Background: an optimization exercise with open tools, aiming at small area, a short achievable clock period and few clock cycles. Do not read the settings as production practice. Power and IR drop assume default switching activity.

==> flow/design.v <==
module STI_DAC(clk ,reset, load, pi_data, pi_length, pi_fill, pi_msb, pi_low, pi_end,
	       so_data, so_valid,
	       oem_finish, oem_dataout, oem_addr,
	       odd1_wr, odd2_wr, odd3_wr, odd4_wr, even1_wr, even2_wr, even3_wr, even4_wr);
input		clk, reset;
input		load, pi_msb, pi_low, pi_end;
input	[15:0]	pi_data;
input	[1:0]	pi_length;
input		pi_fill;
output		so_data;
output	reg	so_valid;
output		odd1_wr, odd2_wr, odd3_wr, odd4_wr, even1_wr, even2_wr, even3_wr, even4_wr;
output	reg	oem_finish;
output	[4:0]	oem_addr;
output	[7:0]	oem_dataout;
reg		busy;		 
reg	[2:0]	idx;		 
reg		hi;		 
reg		zero;		 
reg	[1:0]	byte_cnt;	 
reg	[7:0]	shift;		 
reg		wr_pend;	 
reg	[7:0]	pix;		 
reg	[5:0]	clr;
reg		ev;		 
wire clearing = ~wr_pend & ~clr[5];
wire [7:0] pix_inc = pix + {7'd0, wr_pend};		 
function [1:0] byte_src;	 
	input [1:0] len;
	input msb, fill, low;
	input [1:0] b;
	reg bz, bh;
	begin
		bz = 1'b0;
		bh = 1'b0;
		case (len)
		2'd0: bh = low;
		2'd1: bh = msb ^ b[0];
		2'd2: begin
			case (b)
			2'd0: begin bz = msb ^ fill; bh = msb; end
			2'd1: bh = ~fill;
			default: begin bz = ~(msb ^ fill); bh = ~msb; end
			endcase
		end
		default: begin
			bz = b[1] ^ msb ^ fill;
			bh = msb ^ b[0];
		end
		endcase
		byte_src = {bz, bh};
	end
endfunction
wire [1:0] src0 = byte_src(pi_length, pi_msb, pi_fill, pi_low, 2'd0);
wire first_bit = ~src0[1] & (pi_msb ? (src0[0] ? pi_data[15] : pi_data[7])
				  : (src0[0] ? pi_data[8] : pi_data[0]));
wire next_bit = ~zero & pi_data[{hi, idx}];
wire byte_end = busy & (idx == {3{~pi_msb}});
wire last = byte_end & (byte_cnt == pi_length);
wire [1:0] bc_next = load ? 2'd0 : byte_cnt + 2'd1;
wire [1:0] src_next = byte_src(pi_length, pi_msb, pi_fill, pi_low, bc_next);
always @(posedge clk or posedge reset) begin
	if (reset) begin
		busy <= 1'b0;
		so_valid <= 1'b0;
		wr_pend <= 1'b0;
	end else begin
		busy <= load | (busy & ~last);
		so_valid <= load | busy;
		wr_pend <= byte_end;
	end
end
always @(posedge clk) begin
	if (load) idx <= pi_msb ? 3'd6 : 3'd1;
	else idx <= pi_msb ? idx - 3'd1 : idx + 3'd1;
	if (load | byte_end) begin
		byte_cnt <= bc_next;
		{zero, hi} <= src_next;
	end
	shift <= {shift[6:0], load ? first_bit : next_bit};
end
assign so_data = shift[0];
always @(posedge clk or posedge reset) begin
	if (reset) begin
		pix <= 8'd0;
		clr <= 6'd0;
		oem_finish <= 1'b0;
		ev <= 1'b0;
	end else begin
		pix <= pix_inc;
		ev <= pix_inc[3] ^ pix_inc[0];
		clr <= clr + {5'd0, clearing};
		oem_finish <= pi_end & clr[5];
	end
end
wire [3:0] bank = {pix[7:6] == 2'd3, pix[7:6] == 2'd2, pix[7:6] == 2'd1, pix[7:6] == 2'd0};
assign {odd4_wr, odd3_wr, odd2_wr, odd1_wr} = clearing ? 4'hf : {4{wr_pend & ~ev}} & bank;
assign {even4_wr, even3_wr, even2_wr, even1_wr} = clearing ? 4'hf : {4{wr_pend & ev}} & bank;
assign oem_addr = wr_pend ? pix[5:1] : clr[4:0];
assign oem_dataout = shift & {8{wr_pend}};
endmodule
clock: 4.0 ns
lec_check: 0
cap_margin: 20
core_margin: 2
core_utilization: 40
setup_slack_margin: 2.3
slew_margin: 20
standard.sh (not shown) runs the stock make flow with config.mk's settings and CLKGATE_MAP_FILE= SYNTH_SCRIPT=/design/flow/synth_recipe.tcl, a recipe that flattens the netlist after the stock synthesis.
==> flow/flow/run.sh <==
#!/bin/bash
# Standard synthesis and layout, with plain buf_1 port buffers and free cell sizing.
set -euo pipefail
bash standard.sh synth > synth.log 2>&1
bash standard.sh 'BUFFER_PORTS_ARGS=-buffer_cell sky130_fd_sc_hd__buf_1' MATCH_CELL_FOOTPRINT=0 finish > layout.log 2>&1
==> next run, changes <==
--- a/flow/design.v
+++ b/flow/design.v
@@ -18,14 +18,15 @@
 reg		hi;		 
 reg		zero;		 
 reg	[1:0]	byte_cnt;	 
 reg	[7:0]	shift;		 
-reg		wr_pend;	 
-reg	[7:0]	pix;		 
-reg	[5:0]	clr;
-reg		ev;		 
-wire clearing = ~wr_pend & ~clr[5];
-wire [7:0] pix_inc = pix + {7'd0, wr_pend};		 
+reg		wr_odd;		 
+reg		wr_even;	 
+reg	[5:0]	pix;		 
+reg	[3:0]	bank;		 
+reg	[5:0]	clr;		 
+reg		clearing;	 
+reg		clearing_n;	 
 function [1:0] byte_src;	 
 	input [1:0] len;
 	input msb, fill, low;
 	input [1:0] b;
@@ -62,13 +63,11 @@
 always @(posedge clk or posedge reset) begin
 	if (reset) begin
 		busy <= 1'b0;
 		so_valid <= 1'b0;
-		wr_pend <= 1'b0;
 	end else begin
 		busy <= load | (busy & ~last);
 		so_valid <= load | busy;
-		wr_pend <= byte_end;
 	end
 end
 always @(posedge clk) begin
 	if (load) idx <= pi_msb ? 3'd6 : 3'd1;
@@ -79,23 +78,34 @@
 	end
 	shift <= {shift[6:0], load ? first_bit : next_bit};
 end
 assign so_data = shift[0];
+wire pix_ev = pix[3] ^ pix[0];
+wire [5:0] clr_inc = clr + {5'd0, clearing};
 always @(posedge clk or posedge reset) begin
 	if (reset) begin
-		pix <= 8'd0;
+		pix <= 6'd0;
+		bank <= 4'b0001;
+		wr_odd <= 1'b0;
+		wr_even <= 1'b0;
 		clr <= 6'd0;
+		clearing <= 1'b1;
+		clearing_n <= 1'b0;
 		oem_finish <= 1'b0;
-		ev <= 1'b0;
 	end else begin
-		pix <= pix_inc;
-		ev <= pix_inc[3] ^ pix_inc[0];
-		clr <= clr + {5'd0, clearing};
+		wr_odd <= byte_end & ~pix_ev;
+		wr_even <= byte_end & pix_ev;
+		if (wr_odd | wr_even) begin
+			pix <= pix + 6'd1;
+			if (pix == 6'd63) bank <= {bank[2:0], bank[3]};
+		end
+		clr <= clr_inc;
+		clearing <= ~byte_end & ~clr_inc[5];
+		clearing_n <= byte_end | clr_inc[5];
 		oem_finish <= pi_end & clr[5];
 	end
 end
-wire [3:0] bank = {pix[7:6] == 2'd3, pix[7:6] == 2'd2, pix[7:6] == 2'd1, pix[7:6] == 2'd0};
-assign {odd4_wr, odd3_wr, odd2_wr, odd1_wr} = clearing ? 4'hf : {4{wr_pend & ~ev}} & bank;
-assign {even4_wr, even3_wr, even2_wr, even1_wr} = clearing ? 4'hf : {4{wr_pend & ev}} & bank;
-assign oem_addr = wr_pend ? pix[5:1] : clr[4:0];
-assign oem_dataout = shift & {8{wr_pend}};
+assign {odd4_wr, odd3_wr, odd2_wr, odd1_wr} = {4{clearing}} | {4{wr_odd}} & bank;
+assign {even4_wr, even3_wr, even2_wr, even1_wr} = {4{clearing}} | {4{wr_even}} & bank;
+assign oem_addr = clearing ? clr[4:0] : pix[5:1];
+assign oem_dataout = shift & {8{clearing_n}};
 endmodule
Effect: Sequential share of layout area climbs by 3.3 points. Hold slack hardly moves. Critical path depth is lower by 1. Design area rises by a few percent. Clock skew barely changes. Combinational power is higher by roughly a tenth. Power rose by a little under a tenth. Wire length decreases slightly. Clock power goes down by roughly a tenth. Global-route usage came out lower by 1.7 points. Die area rises by a little under a tenth.
No functional check of the RTL was part of any run of this note.

-- separate check: timing with driven ports --
Ports are ideal in the flow. The routed layouts listed here were re-timed in OpenROAD.
Step 1, drivers: a clkbuf_16 drives clk and a buf_2 each remaining input, both assumed.
Step 2 times the ports against the registers' clock, not the clock port: input delays grow and output delays shrink by t, the midpoint of the rising clock arrivals with the driver on.
a / b / c = ideal ports / drivers / drivers and shift; a / b = the first two.
| run | t, ns | slack for setup (ns) | worst slew at a driven data input, ns | cell pins on the clock port's net |
|---|---|---|---|---|
| the first run | 0.312 | 1.822 / 1.796 / 2.033 | 0.04 | 1 |
| the second run | 0.315 | 1.821 / 1.795 / 2.017 | 0.04 | 1 |
After both steps setup and hold are still met in every run listed.
